Background: an optimization exercise with open tools, aiming at small area and a short achievable clock period. Do not read the settings as production practice. The RTL was checked by simulation tests, not by an equivalence proof against the original design. Power is estimated from default activity; no workload was simulated.

==> inputs of delta <==
Design fir, start of the top module:
module fir(
    input clk,
    input signed [15:0] noisy_signal,
    output signed [15:0] filtered_signal
);
    reg [15:0] r0;
    reg [15:0] r1;
    reg [15:0] r2;
    reg [15:0] r3;
    reg [15:0] r4;
    reg [15:0] r5;
    reg [15:0] r6;
    reg [15:0] r7;
    reg [15:0] r8;
    reg [16:0] p0_0;
    reg [16:0] p1_m1;
    reg rp2_0;
    reg rp2_1;
    reg rp2_2;
    reg rp2_3;
    reg rc2_4;
    reg rp2_5;
    reg rp2_6;
    reg rp2_7;
    reg rp2_8;
    reg rc2_9;
    reg rp2_10;
    reg rp2_11;
    reg rp2_12;
    reg rc2_13;
    reg rp2_14;
    reg rp2_15;
    reg rp2_16;
    reg rc2_17;
    reg rp2_18;
    reg rp2_19;
    reg rp2_20;
    reg rp3_21;
    reg rp3_22;
    reg rp3_23;
    reg rc3_24;
    reg rp3_25;
    reg rp3_26;
    reg rp3_27;
    reg rc3_28;
    reg rp3_29;
    reg rp3_30;
    reg rp3_31;
    reg rc3_32;
    reg rp3_33;
    reg rp3_34;
    reg rp3_35;
    reg rc3_36;
    reg rp3_37;
    reg rp3_38;
    reg rp3_39;
    reg rc3_40;
    reg rp3_41;
    reg rp3_42;
    reg qm2_43;
    reg qm2_44;
    reg qm2_45;
    reg qm2_46;
    reg qm2_47;
    reg qm2_48;
    reg qm2_49;
    reg qm2_50;
    reg qm2_51;
    reg qm2_52;
    reg qm2_53;
    reg qm2_54;
    reg qm2_55;
    reg qm2_56;
    reg qm2_57;
    reg qm2_58;
    reg qm2_59;
    reg qm2_60;
    reg qm2_61;
    reg qm2_62;
    reg qm2_63;
    reg qm2_64;
    reg qm2_65;
    reg qm2_66;
    reg qm2_67;
    reg qm2_68;
    reg qm2_69;
    reg qm2_70;
    reg qm2_71;
    reg qm2_72;
    reg qm2_73;
    reg qm2_74;
    reg qm2_75;
    reg qm2_76;
    reg qm2_77;
    reg qm2_78;
    reg qm2_79;
    reg qm2_80;
    reg qm2_81;
    reg qm2_82;
    reg qm2_83;
    reg qm2_84;
    reg qm2_85;
    reg qm2_86;
    reg qm2_87;
    reg qm2_88;
    reg qm1_89;
    reg qm1_90;
    reg qm1_91;
    reg qm1_92;
    reg qm1_93;
    reg qm1_94;
    reg qm1_95;
    reg qm1_96;
    reg qm1_97;
    reg qm1_98;
    reg qm1_99;
    reg qm1_100;
    reg qm1_101;
  ...
==> flow/config.mk <==
export PLATFORM = sky130hd
export DESIGN_NAME = fir
export DESIGN_NICKNAME = fir
export VERILOG_FILES = /design/flow/design.v
export SDC_FILE = /design/flow/constraint.sdc
export NUM_CORES = 4
export LEC_CHECK = 0
export CAP_MARGIN = 20
export CORE_MARGIN = 2
export CORE_UTILIZATION = 65
export CTS_CLUSTER_DIAMETER = 100
export CTS_CLUSTER_SIZE = 20
export SETUP_SLACK_MARGIN = 3.8
export SLEW_MARGIN = 20
export SYNTH_HIERARCHICAL = 1
export SYNTH_MINIMUM_KEEP_SIZE = 0
==> flow/constraint.sdc <==
create_clock -name core_clock -period 6.0 [get_ports {clk}]
set_input_delay 1.2000 -clock core_clock [delete_from_list [all_inputs] [get_ports {clk}]]
set_output_delay 1.2000 -clock core_clock [all_outputs]
set_load 0.01 [all_outputs]
run.sh (not shown) runs the stock make flow with config.mk's settings and CLKGATE_MAP_FILE= SYNTH_SCRIPT=/design/flow/synth_recipe.tcl, a recipe that flattens the netlist after the stock synthesis.
==> inputs of quartz, as changes to delta <==
SETUP_SLACK_MARGIN = 3.9   (was 3.8)
==> inputs of nickel, as changes to delta <==
SETUP_SLACK_MARGIN = 4.0   (was 3.8)
==> inputs of lagoon, as changes to delta <==
CORE_UTILIZATION = 72   (was 65)
SETUP_SLACK_MARGIN = 3.9   (was 3.8)
==> summary.txt <==
Setup slack: lagoon < delta < nickel < quartz.
In nickel the total power is higher than in quartz, by 0.82%.
The lowest global-route usage belongs to quartz, the highest to lagoon.
First-iteration DRC count, lowest first: nickel, quartz, delta, lagoon.
Against nickel, the register-to-register slack of quartz is worse by 0.03 ns.
lagoon produced a clean layout. quartz passed the timing, DRC and antenna checks. nickel completed with no timing, DRC or antenna violations. delta finished with timing, DRC and antenna clean.
In area after synthesis, nickel and delta do not differ.
In sequential power, lagoon and delta hardly differ.

-- separate check: timing with driven ports --
No port has a modelled driver above. Below, the same layouts with a new extraction and two added sets of constraints.
Step 1: set_driving_cell puts a clkbuf_16 on clk and a buf_2 on each other input, an assumption about the parent block.
Step 2 adds t to the input delays and takes it off the output delays; t is the mean of the earliest and latest rising clock arrival at the registers after step 1. Input paths then give back, and output paths get back, about the clock's delay inside the block.
a / b / c = no drivers / after step 1 / after step 2; a / b = the first two.
| run | shift t [ns] | slack for setup (ns) | worst slew at a driven data input, ns |
|---|---|---|---|
| delta | 0.632 | 3.778 / 3.726 / 3.819 | 0.04 |
| quartz | 0.623 | 3.790 / 3.738 / 3.811 | 0.04 |
| nickel | 0.621 | 3.788 / 3.736 / 3.835 | 0.04 |
| lagoon | 0.633 | 3.753 / 3.723 / 3.753 | 0.03 |
After both steps every run listed still meets setup and hold.
